Source: an optimization exercise on an open RTL-to-GDS flow (aim: small area, a short achievable clock period and few clock cycles per item). Production flows keep margins and buffers that such runs may drop. Power figures rest on the tool's default switching activity, not on a simulated workload.

// assignment
module assignment (
    input logic clk,
    input logic NRST,
    input logic start,
    input logic [10:0] A,
    input logic [10:0] B,
    output logic [20:0] result,
    output logic ready
);
    logic        busy;
    logic        accept;
    logic [10:0] a_value;
    logic [9:0]  b_mod;
    logic [9:0]  b_mod_next;
    logic [20:0] row0, row1;
    logic pp_0_0;
    logic pp_0_1;
    logic pp_0_2;
    logic pp_0_3;
    logic pp_0_4;
    logic pp_0_5;
    logic pp_0_6;
    logic pp_0_7;
    logic pp_0_8;
    logic pp_0_9;
    logic pp_1_0;
    logic pp_1_1;
    logic pp_1_2;
    logic pp_1_3;
    logic pp_1_4;
    logic pp_1_5;
    logic pp_1_6;
    logic pp_1_7;
    logic pp_1_8;
    logic pp_1_9;
    logic pp_2_0;
    logic pp_2_1;
    logic pp_2_2;
    logic pp_2_3;
    logic pp_2_4;
    logic pp_2_5;
    logic pp_2_6;
    logic pp_2_7;
    logic pp_2_8;
    logic pp_2_9;
    logic pp_3_0;
    logic pp_3_1;
    logic pp_3_2;
    logic pp_3_3;
    logic pp_3_4;
    logic pp_3_5;
    logic pp_3_6;
    logic pp_3_7;
  ...
For scale: roughly 49 flip-flops, roughly 47 I/O pins.
Settings: LEC_CHECK=0, ABC_CLOCK_PERIOD_IN_PS=3000, CAP_MARGIN=20, CORE_MARGIN=2, CORE_UTILIZATION=40, SLEW_MARGIN=20, SYNTH_HIERARCHICAL=1, SYNTH_MINIMUM_KEEP_SIZE=0; clock period 12.5 ns.
standard.sh (not shown) runs the stock make flow with config.mk's settings and CLKGATE_MAP_FILE= SYNTH_SCRIPT=/design/flow/synth_recipe.tcl, a recipe that flattens the netlist after the stock synthesis.
==> flow/flow/run.sh <==
#!/bin/bash
# The standard layout (the standard.sh: ORFS synthesis to final layout),
# with smaller port buffers and no clock-tree dummy loads.
set -euo pipefail
export BUFFER_PORTS_ARGS="-buffer_cell ${PORT_BUF:-sky130_fd_sc_hd__buf_1}"
export CTS_ARGS="-sink_clustering_enable -repair_clock_nets -dont_use_dummy_load"
bash standard.sh > standard.log 2>&1
Rerun with:
--- a/flow/design.v
+++ b/flow/design.v
@@ -296,24 +296,22 @@
     assign accept = start & ~busy;
     logic       b_ge_1000, b_ge_2000;
     logic [6:0] b_plus3, b_plus6;
     assign b_ge_1000 = B >= 11'd1000;
     assign b_ge_2000 = B >= 11'd2000;
     assign b_plus3 = B[9:3] + 7'd3;
     assign b_plus6 = B[9:3] + 7'd6;
     assign b_mod_next[2:0] = B[2:0];
     assign b_mod_next[9:3] = b_ge_2000 ? b_plus6 : (b_ge_1000 ? b_plus3 : B[9:3]);
     always_ff @(posedge clk) begin
-        if (accept) begin
-            a_value <= A;
-            b_mod   <= b_mod_next;
-        end
+        a_value <= (A & {11{accept}}) | (a_value & {11{~accept}});
+        b_mod   <= (b_mod_next & {10{accept}}) | (b_mod & {10{~accept}});
     end
     assign pp_0_0 = ~(a_value[0] & b_mod[0]);
     assign pp_0_1 = ~(a_value[0] & b_mod[1]);
     assign pp_0_2 = ~(a_value[0] & b_mod[2]);
     assign pp_0_3 = ~(a_value[0] & b_mod[3]);
     assign pp_0_4 = ~(a_value[0] & b_mod[4]);
     assign pp_0_5 = ~(a_value[0] & b_mod[5]);
     assign pp_0_6 = ~(a_value[0] & b_mod[6]);
     assign pp_0_7 = ~(a_value[0] & b_mod[7]);
     assign pp_0_8 = ~(a_value[0] & b_mod[8]);
@@ -503,32 +501,32 @@
     logic [8:0] blk0;
     assign blk0 = ~({1'b0, row0[7:0]} + {1'b0, row1[7:0]} + 9'd1);
     logic [5:0] blk1;
     assign blk1 = ~({1'b0, row0[12:8]} + {1'b0, row1[12:8]} + 6'd1);
     logic [4:0] blk2;
     assign blk2 = ~({1'b0, row0[16:13]} + {1'b0, row1[16:13]} + 5'd1);
     logic [4:0] blk3;
     assign blk3 = ~({1'b0, row0[20:17]} + {1'b0, row1[20:17]} + 5'd1);
     logic [20:0] sum_q;
     logic [2:0] gen_q;
-    logic [2:1] prop_q;
     always_ff @(posedge clk) begin
         sum_q[7:0] <= blk0[7:0];
         gen_q[0] <= blk0[8];
         sum_q[12:8] <= blk1[4:0];
         gen_q[1] <= blk1[5];
-        prop_q[1] <= &blk1[4:0];
         sum_q[16:13] <= blk2[3:0];
         gen_q[2] <= blk2[4];
-        prop_q[2] <= &blk2[3:0];
         sum_q[20:17] <= blk3[3:0];
     end
+    logic [2:1] prop_q;
+    assign prop_q[1] = &sum_q[12:8];
+    assign prop_q[2] = &sum_q[16:13];
     logic [3:1] cin;
     assign cin[1] = gen_q[0];
     assign cin[2] = gen_q[1] | (prop_q[1] & cin[1]);
     assign cin[3] = gen_q[2] | (prop_q[2] & cin[2]);
     assign result[7:0] = sum_q[7:0];
     assign result[8] = sum_q[8] ^ cin[1];
     assign result[9] = sum_q[9] ^ (cin[1] & (&sum_q[8:8]));
     assign result[10] = sum_q[10] ^ (cin[1] & (&sum_q[9:8]));
     assign result[11] = sum_q[11] ^ (cin[1] & (&sum_q[10:8]));
     assign result[12] = sum_q[12] ^ (cin[1] & (&sum_q[11:8]));
Outcome: Total power goes down by 2.4%; die area goes down by 1.2%; core utilization is about the same; cell area goes down by 0.98%; register-to-register slack improves by 0.11 ns; sequential power goes down by about 2%.
No run of this note included a check of the RTL's function; only the layout flow was run.

separate check: timing with driven ports:
The results above use ideal ports. As a check the final layouts listed here were re-extracted and re-timed, cells and wires unchanged. Step 1, drivers: a clkbuf_16 drives clk and a buf_2 each remaining input, both assumed. Step 2 moves the port delays by t, midway between the first and last clock arrival at a register: inputs arrive t later, outputs are due t later. That takes back most of the time a late clock gives input paths. a / b / c = no drivers / after step 1 / after step 2; a / b = the first two.
run | t (ns) | setup slack, ns | worst slew at a driven data input, ns
the first run | 0.322 | 8.317 / 8.317 / 8.282 | 0.04
the second run | 0.322 | 8.151 / 8.112 / 8.331 | 0.03
After both steps every run listed still meets setup and hold. The setup slack of the first run, which loses most, moves by 0.000 ns with the drivers and by -0.035 ns with both steps.
